From an optimization exercise on the open Yosys and OpenROAD flow, aimed at small area; shortcuts taken in it are not production practice. RTL that was checked went through simulation tests only; none was proved equivalent to the original. The flow treats the clock pin as an ideal source, which a real chip does not have. Power figures rest on the tool's default switching activity, not on a simulated workload.

==> run a <==
## generic_adder_tree
module generic_adder_tree #(
    parameter INPUT_COUNT = 32,
    parameter DATA_WIDTH  = 16
) (
    input clk,
    input rst_n,
    input [INPUT_COUNT-1:0] [DATA_WIDTH-1:0] i_data,
    output [$clog2(INPUT_COUNT)+DATA_WIDTH-1:0] o_sum
);
clock: 4.0 ns
lec_check: 0
cap_margin: 20
core_margin: 2
core_utilization: 40
slew_margin: 20
synth_hierarchical: 1
standard.sh (not shown) runs the stock make flow with config.mk's settings and CLKGATE_MAP_FILE= SYNTH_SCRIPT=/design/flow/synth_recipe.tcl, a recipe that flattens the netlist after the stock synthesis.
==> flow/flow/run.sh <==
#!/bin/bash
# Standard ORFS layout, with the port buffers made from the smallest buffer cell.
set -o pipefail
cp standard.sh standard_copy.sh.txt
export BUFFER_PORTS_ARGS="-buffer_cell sky130_fd_sc_hd__buf_1"
bash standard.sh > standard.log 2>&1
==> run b (differences from run a) <==
==> flow/run.sh (new file) <==
#!/bin/bash
# synth_recipe.tcl (not shown) runs the flow's synth.tcl, then flattens the netlist and writes it again
# the make line also repeats each setting of config.mk as NAME=value (left out here)
make -C /OpenROAD-flow-scripts/flow DESIGN_CONFIG=/design/flow/config.mk WORK_HOME=/design/flow/orfs CLKGATE_MAP_FILE= SYNTH_SCRIPT=/design/flow/synth_recipe.tcl finish
removed: flow/flow/run.sh
removed: flow/standard.sh
==> qor summary <==
	run b	run a
Clock buf count	19	18
Reported combinational group power	0.00684 W	0.00621 W
Combinational power share	57.0%	54.5%
Post-layout minimum cycle time	3.46 ns	3.29 ns
Hold crit path type	flop to flop	input port to async pin
Met1 wire length	13400 µm	10700 µm
Fraction of power spent switching nets	37.0%	38.4%
R2R Path End	r2[7]	r3[14]
Data arrival time of the critical path	3.75 ns	3.59 ns
Overall power after layout	0.0120 W	0.0114 W
Cell area after placement	19800 µm²	16400 µm²
Number of buffer and inverter instances along the worst setup path	1	0
Final non-clock buffer share	26.3%	11.8%
Sequential Power Share	29.7%	31.2%
Detailed router's first-iteration violation count	109	165
Worst setup path class	input port to flop	flop to flop
Area growth, synth to finish	46.6%	22.6%
HPWL reported at the end of detailed placement	34600 µm	28900 µm
Share of the cycle needed by the critical path after routing	86.5%	82.1%
Vias in the first global route	10000	9280
Share of cell area taken by multi-input logic gates	49.4%	59.0%
Outcome	complete, no violations	complete, no violations
WHS	0.323 ns	0.220 ns
Fillers	2679	3041

---

==> run Y <==
generic_adder_tree, a different RTL version from the one above (not shown whole).
Settings: LEC_CHECK=0, CAP_MARGIN=20, CORE_AREA=2 2 253 84, DIE_AREA=0 0 255 86, PLACE_DENSITY=0.8, SETUP_SLACK_MARGIN=0.05, SLEW_MARGIN=20, SYNTH_HIERARCHICAL=1; clock period 4.0 ns.
==> flow/flow/run.sh <==
#!/bin/bash
# Standard ORFS layout (the standard.sh, standard synthesis unchanged) with:
#  - port buffers made from the smallest buffer cell, buf_1;
#  - a clock tree of clkbuf_4 without dummy balancing loads, whose buffers
#    that drive slow clock edges are then upsized (flow/fixclk.tcl).
set -o pipefail
export BUFFER_PORTS_ARGS="-buffer_cell sky130_fd_sc_hd__buf_1"
export CTS_ARGS="-sink_clustering_enable -repair_clock_nets -dont_use_dummy_load -wire_unit 20 -buf_list sky130_fd_sc_hd__clkbuf_4 -root_buf sky130_fd_sc_hd__clkbuf_4"
export POST_CTS_TCL="$PWD/flow/fixclk.tcl"
bash standard.sh > standard.log 2>&1
==> flow/flow/fixclk.tcl <==
# Upsize clock buffers whose sinks see a slow clock edge.
estimate_parasitics -placement
set_propagated_clock [all_clocks]
set changed 0
foreach inst [get_cells -filter "ref_name==sky130_fd_sc_hd__clkbuf_4"] {
  set out [get_pins -of $inst -filter "direction==output"]
  set mx 0
  foreach l [get_pins -of [get_nets -of $out] -filter "direction==input"] {
    set s [get_property $l slew_max]; if {$s > $mx} {set mx $s}
  }
  if {$mx > 0.100} {
    puts "upsizing [get_property $inst name] (sink slew $mx)"
    replace_cell $inst sky130_fd_sc_hd__clkbuf_8
    incr changed
  }
}
if {$changed} { detailed_placement; check_placement -verbose }
==> run Z: changes against run Y <==
--- a/flow/design.v
+++ b/flow/design.v
@@ -9,17 +9,16 @@
 );
 reg [50:0] r1;
 reg [28:0] r2;
 reg [20:0] r3;
 reg [20:0] r4;
 reg [20:0] r5;
-reg [2:0] vcnt;
+reg [4:0] vld;
 always @(posedge clk or negedge rst_n)
-    if (!rst_n) vcnt <= 3'b000;
-    else vcnt <= {vcnt[1] | vcnt[2], vcnt[0], ~vcnt[2]};
-wire valid = vcnt[2] & ~vcnt[1];
+    if (!rst_n) vld <= 5'd0;
+    else vld <= {vld[3:0], 1'b1};
 wire s1, c2;
 adt_fa u_s1 (.a(i_data[0][0]), .b(i_data[1][0]), .c(i_data[2][0]), .s(s1), .co(c2));
 wire s3, c4;
 adt_fa u_s3 (.a(i_data[3][0]), .b(i_data[4][0]), .c(i_data[5][0]), .s(s3), .co(c4));
 wire s5, c6;
 adt_fa u_s5 (.a(i_data[6][0]), .b(i_data[7][0]), .c(i_data[8][0]), .s(s5), .co(c6));
@@ -1011,13 +1010,13 @@
 adt_fa u_s989 (.a(r2[25]), .b(r2[26]), .c(c988), .s(s989), .co(c990));
 wire s991, c992;
 adt_fa u_s991 (.a(r2[27]), .b(r2[28]), .c(c990), .s(s991), .co(c992));
 always @(posedge clk) r3 <= {c992, s991, s989, s987, s985, s983, s981, s979, s977, r2[11], r2[10], r2[9], r2[8], r2[7], r2[6], r2[5], r2[4], r2[3], r2[2], r2[1], r2[0]};
 always @(posedge clk) r4 <= {r3[20], r3[19], r3[18], r3[17], r3[16], r3[15], r3[14], r3[13], r3[12], r3[11], r3[10], r3[9], r3[8], r3[7], r3[6], r3[5], r3[4], r3[3], r3[2], r3[1], r3[0]};
 always @(posedge clk) r5 <= {r4[20], r4[19], r4[18], r4[17], r4[16], r4[15], r4[14], r4[13], r4[12], r4[11], r4[10], r4[9], r4[8], r4[7], r4[6], r4[5], r4[4], r4[3], r4[2], r4[1], r4[0]};
-assign o_sum = {21{valid}} & {r5[20], r5[19], r5[18], r5[17], r5[16], r5[15], r5[14], r5[13], r5[12], r5[11], r5[10], r5[9], r5[8], r5[7], r5[6], r5[5], r5[4], r5[3], r5[2], r5[1], r5[0]};
+assign o_sum = {21{vld[4]}} & {r5[20], r5[19], r5[18], r5[17], r5[16], r5[15], r5[14], r5[13], r5[12], r5[11], r5[10], r5[9], r5[8], r5[7], r5[6], r5[5], r5[4], r5[3], r5[2], r5[1], r5[0]};
 endmodule
 module adt_fa (input a, input b, input c, output s, output co);
     assign s  = a ^ b ^ c;
     assign co = (a & b) | (c & (a | b));
 endmodule
 module adt_ha (input a, input b, output s, output co);
==> flow/flow/run.sh (replaced) <==
#!/bin/bash
# Standard ORFS layout (the standard.sh, standard synthesis unchanged) with:
#  - port buffers made from the smallest buffer cell, buf_1;
#  - clock tree built from clkbuf_4 without dummy balancing loads.
set -o pipefail
export BUFFER_PORTS_ARGS="-buffer_cell sky130_fd_sc_hd__buf_1"
export CTS_ARGS="-sink_clustering_enable -repair_clock_nets -dont_use_dummy_load -buf_list sky130_fd_sc_hd__clkbuf_4 -root_buf sky130_fd_sc_hd__clkbuf_4"
bash standard.sh > standard.log 2>&1
==> flow/config.mk (replaced) <==
export PLATFORM = sky130hd
export DESIGN_NAME = generic_adder_tree
export DESIGN_NICKNAME = generic_adder_tree
export VERILOG_FILES = /design/flow/design.v
export SDC_FILE = /design/flow/constraint.sdc
export NUM_CORES = 4
export LEC_CHECK = 0
export CAP_MARGIN = 20
export CORE_MARGIN = 2
export CORE_UTILIZATION = 70
export PLACE_DENSITY = 0.8
export SLEW_MARGIN = 20
export SYNTH_HIERARCHICAL = 1
removed: flow/flow/fixclk.tcl
==> run F: changes against run Y <==
--- a/flow/design.v
+++ b/flow/design.v
@@ -9,17 +9,16 @@
 );
 reg [50:0] r1;
 reg [28:0] r2;
 reg [20:0] r3;
 reg [20:0] r4;
 reg [20:0] r5;
-reg [2:0] vcnt;
+reg [4:0] vld;
 always @(posedge clk or negedge rst_n)
-    if (!rst_n) vcnt <= 3'b000;
-    else vcnt <= {vcnt[1] | vcnt[2], vcnt[0], ~vcnt[2]};
-wire valid = vcnt[2] & ~vcnt[1];
+    if (!rst_n) vld <= 5'd0;
+    else vld <= {vld[3:0], 1'b1};
 wire s1, c2;
 adt_fa u_s1 (.a(i_data[0][0]), .b(i_data[1][0]), .c(i_data[2][0]), .s(s1), .co(c2));
 wire s3, c4;
 adt_fa u_s3 (.a(i_data[3][0]), .b(i_data[4][0]), .c(i_data[5][0]), .s(s3), .co(c4));
 wire s5, c6;
 adt_fa u_s5 (.a(i_data[6][0]), .b(i_data[7][0]), .c(i_data[8][0]), .s(s5), .co(c6));
@@ -1011,13 +1010,13 @@
 adt_fa u_s989 (.a(r2[25]), .b(r2[26]), .c(c988), .s(s989), .co(c990));
 wire s991, c992;
 adt_fa u_s991 (.a(r2[27]), .b(r2[28]), .c(c990), .s(s991), .co(c992));
 always @(posedge clk) r3 <= {c992, s991, s989, s987, s985, s983, s981, s979, s977, r2[11], r2[10], r2[9], r2[8], r2[7], r2[6], r2[5], r2[4], r2[3], r2[2], r2[1], r2[0]};
 always @(posedge clk) r4 <= {r3[20], r3[19], r3[18], r3[17], r3[16], r3[15], r3[14], r3[13], r3[12], r3[11], r3[10], r3[9], r3[8], r3[7], r3[6], r3[5], r3[4], r3[3], r3[2], r3[1], r3[0]};
 always @(posedge clk) r5 <= {r4[20], r4[19], r4[18], r4[17], r4[16], r4[15], r4[14], r4[13], r4[12], r4[11], r4[10], r4[9], r4[8], r4[7], r4[6], r4[5], r4[4], r4[3], r4[2], r4[1], r4[0]};
-assign o_sum = {21{valid}} & {r5[20], r5[19], r5[18], r5[17], r5[16], r5[15], r5[14], r5[13], r5[12], r5[11], r5[10], r5[9], r5[8], r5[7], r5[6], r5[5], r5[4], r5[3], r5[2], r5[1], r5[0]};
+assign o_sum = {21{vld[4]}} & {r5[20], r5[19], r5[18], r5[17], r5[16], r5[15], r5[14], r5[13], r5[12], r5[11], r5[10], r5[9], r5[8], r5[7], r5[6], r5[5], r5[4], r5[3], r5[2], r5[1], r5[0]};
 endmodule
 module adt_fa (input a, input b, input c, output s, output co);
     assign s  = a ^ b ^ c;
     assign co = (a & b) | (c & (a | b));
 endmodule
 module adt_ha (input a, input b, output s, output co);
--- a/flow/config.mk
+++ b/flow/config.mk
@@ -6,9 +6,9 @@
 export NUM_CORES = 4
 export LEC_CHECK = 0
 export CAP_MARGIN = 20
 export CORE_AREA = 2 2 253 84
 export DIE_AREA = 0 0 255 86
 export PLACE_DENSITY = 0.8
-export SETUP_SLACK_MARGIN = 0.05
+export SETUP_SLACK_MARGIN = 0.1
 export SLEW_MARGIN = 20
 export SYNTH_HIERARCHICAL = 1
==> qor summary <==
item                                                                run Y           run Z           run F
Final hold slack                                                 0.300 ns               -        0.227 ns
Post-Synthesis Net Count                                             1679            1678            1678
Multi-input combinational cell count                                  518               -             518
Row count                                                              29              49              29
Count of mapped cells out of synthesis                                669             668             668
Count of inverters not on the clock network in the layout               1               -               0
Switching Fraction                                                  42.6%               -           42.6%
Die width                                                          255 um          141 um          255 um
Largest incremental delay on the critical path                    0.55 ns               -         0.61 ns
Wire length after detailed routing                               31100 um               -        33600 um
Placed inst area                                               15500 um^2               -      15600 um^2
Num ports                                                             535               -             535
Crit path buf inv count                                                 1               -               1
Outcome                                                    finished clean  did not finish  finished clean
Last stage reached                                                      -   3_2_place_iop               -
Capturing element type of the critical path                          flop               -            flop
No functional check of the RTL was part of run Y.

---

==> yarrow <==
generic_adder_tree, a different RTL version from the one above (not shown whole).
clock: 4.0 ns
lec_check: 0
cap_margin: 20
core_area: 2 2 253 84
die_area: 0 0 255 86
place_density: 0.7
setup_slack_margin: 0.05
slew_margin: 20
synth_hierarchical: 1
==> flow/flow/run.sh <==
#!/bin/bash
# Standard ORFS layout (the standard.sh, standard synthesis unchanged) with:
#  - port buffers made from the smallest buffer cell, buf_1;
#  - a clock tree of clkbuf_4 without dummy balancing loads, whose buffers
#    that drive slow clock edges are then upsized (flow/fixclk.tcl).
set -o pipefail
export BUFFER_PORTS_ARGS="-buffer_cell sky130_fd_sc_hd__buf_1"
export CTS_ARGS="-sink_clustering_enable -repair_clock_nets -dont_use_dummy_load -wire_unit 20 -buf_list sky130_fd_sc_hd__clkbuf_4 -root_buf sky130_fd_sc_hd__clkbuf_4"
export POST_CTS_TCL="$PWD/flow/fixclk.tcl"
bash standard.sh > standard.log 2>&1
==> flow/flow/fixclk.tcl <==
# Upsize clock buffers whose sinks see a slow clock edge.
estimate_parasitics -placement
set_propagated_clock [all_clocks]
set changed 0
foreach inst [get_cells -filter "ref_name==sky130_fd_sc_hd__clkbuf_4"] {
  set out [get_pins -of $inst -filter "direction==output"]
  set mx 0
  foreach l [get_pins -of [get_nets -of $out] -filter "direction==input"] {
    set s [get_property $l slew_max]; if {$s > $mx} {set mx $s}
  }
  if {$mx > 0.100} {
    puts "upsizing [get_property $inst name] (sink slew $mx)"
    replace_cell $inst sky130_fd_sc_hd__clkbuf_8
    incr changed
  }
}
if {$changed} { detailed_placement; check_placement -verbose }
==> tundra: changes against yarrow <==
Settings changed: GPL_TIMING_DRIVEN from default to 1, PLACE_DENSITY 0.7 to 0.8.
==> flow_summary.rst <==
.. list-table::
   :header-rows: 1

   * - Metric
     - Value
   * - Result of the run
     - finished clean
   * - Final wirelength
     - 35500 microns
   * - Multi-input combinational area share
     - 65.2%
   * - Total via count after detailed routing
     - 7711
   * - Final cell count without fillers
     - 1500
   * - Power per standard cell area
     - 809 nW/um^2
   * - Internal power component
     - 7160 uW
   * - Non-clock buffer count
     - 534
The numbers above come from yarrow.

==> flow_summary.rst <==
.. list-table::
   :header-rows: 1

   * - Metric
     - Value
   * - Result of the run
     - finished clean
   * - Internal power component
     - 7010 uW
   * - Multi-input combinational area share
     - 65.1%
   * - Non-clock buffer count
     - 535
   * - Total via count after detailed routing
     - 7439
The numbers above come from tundra.

## static timing again, ports no longer ideal
No port has a modelled driver above. Below, the same layouts with a new extraction and two added sets of constraints. Step 1 assumes that a clkbuf_16 drives the clock port and a buf_2 every other input. Step 2, shift: input delay + t, output delay - t, t = (earliest + latest rising clock arrival at the registers) / 2. This alone moves slack from input paths to output paths. a / b / c = ideal / step 1 / step 2; a / b = the first two.
run | t (ns) | slack for setup (ns) | worst setup path after step 2
run a | 0.454 | 0.714 / 0.714 / 0.480 | input to register
run b | 0.451 | 0.541 / 0.536 / 0.086 | input to register
run Y | 0.443 | 0.116 / 0.128 / -0.314 | input to register
run F | 0.447 | 0.121 / 0.133 / -0.314 | input to register
yarrow | 0.436 | 0.099 / 0.114 / -0.322 | input to register
tundra | 0.442 | 0.121 / 0.119 / -0.323 | input to register
With both steps, setup timing fails in run Y, run F, yarrow and tundra, where it was met with ideal ports. The setup slack of run b, which loses most, moves by -0.005 ns with the drivers and by -0.455 ns with both steps.
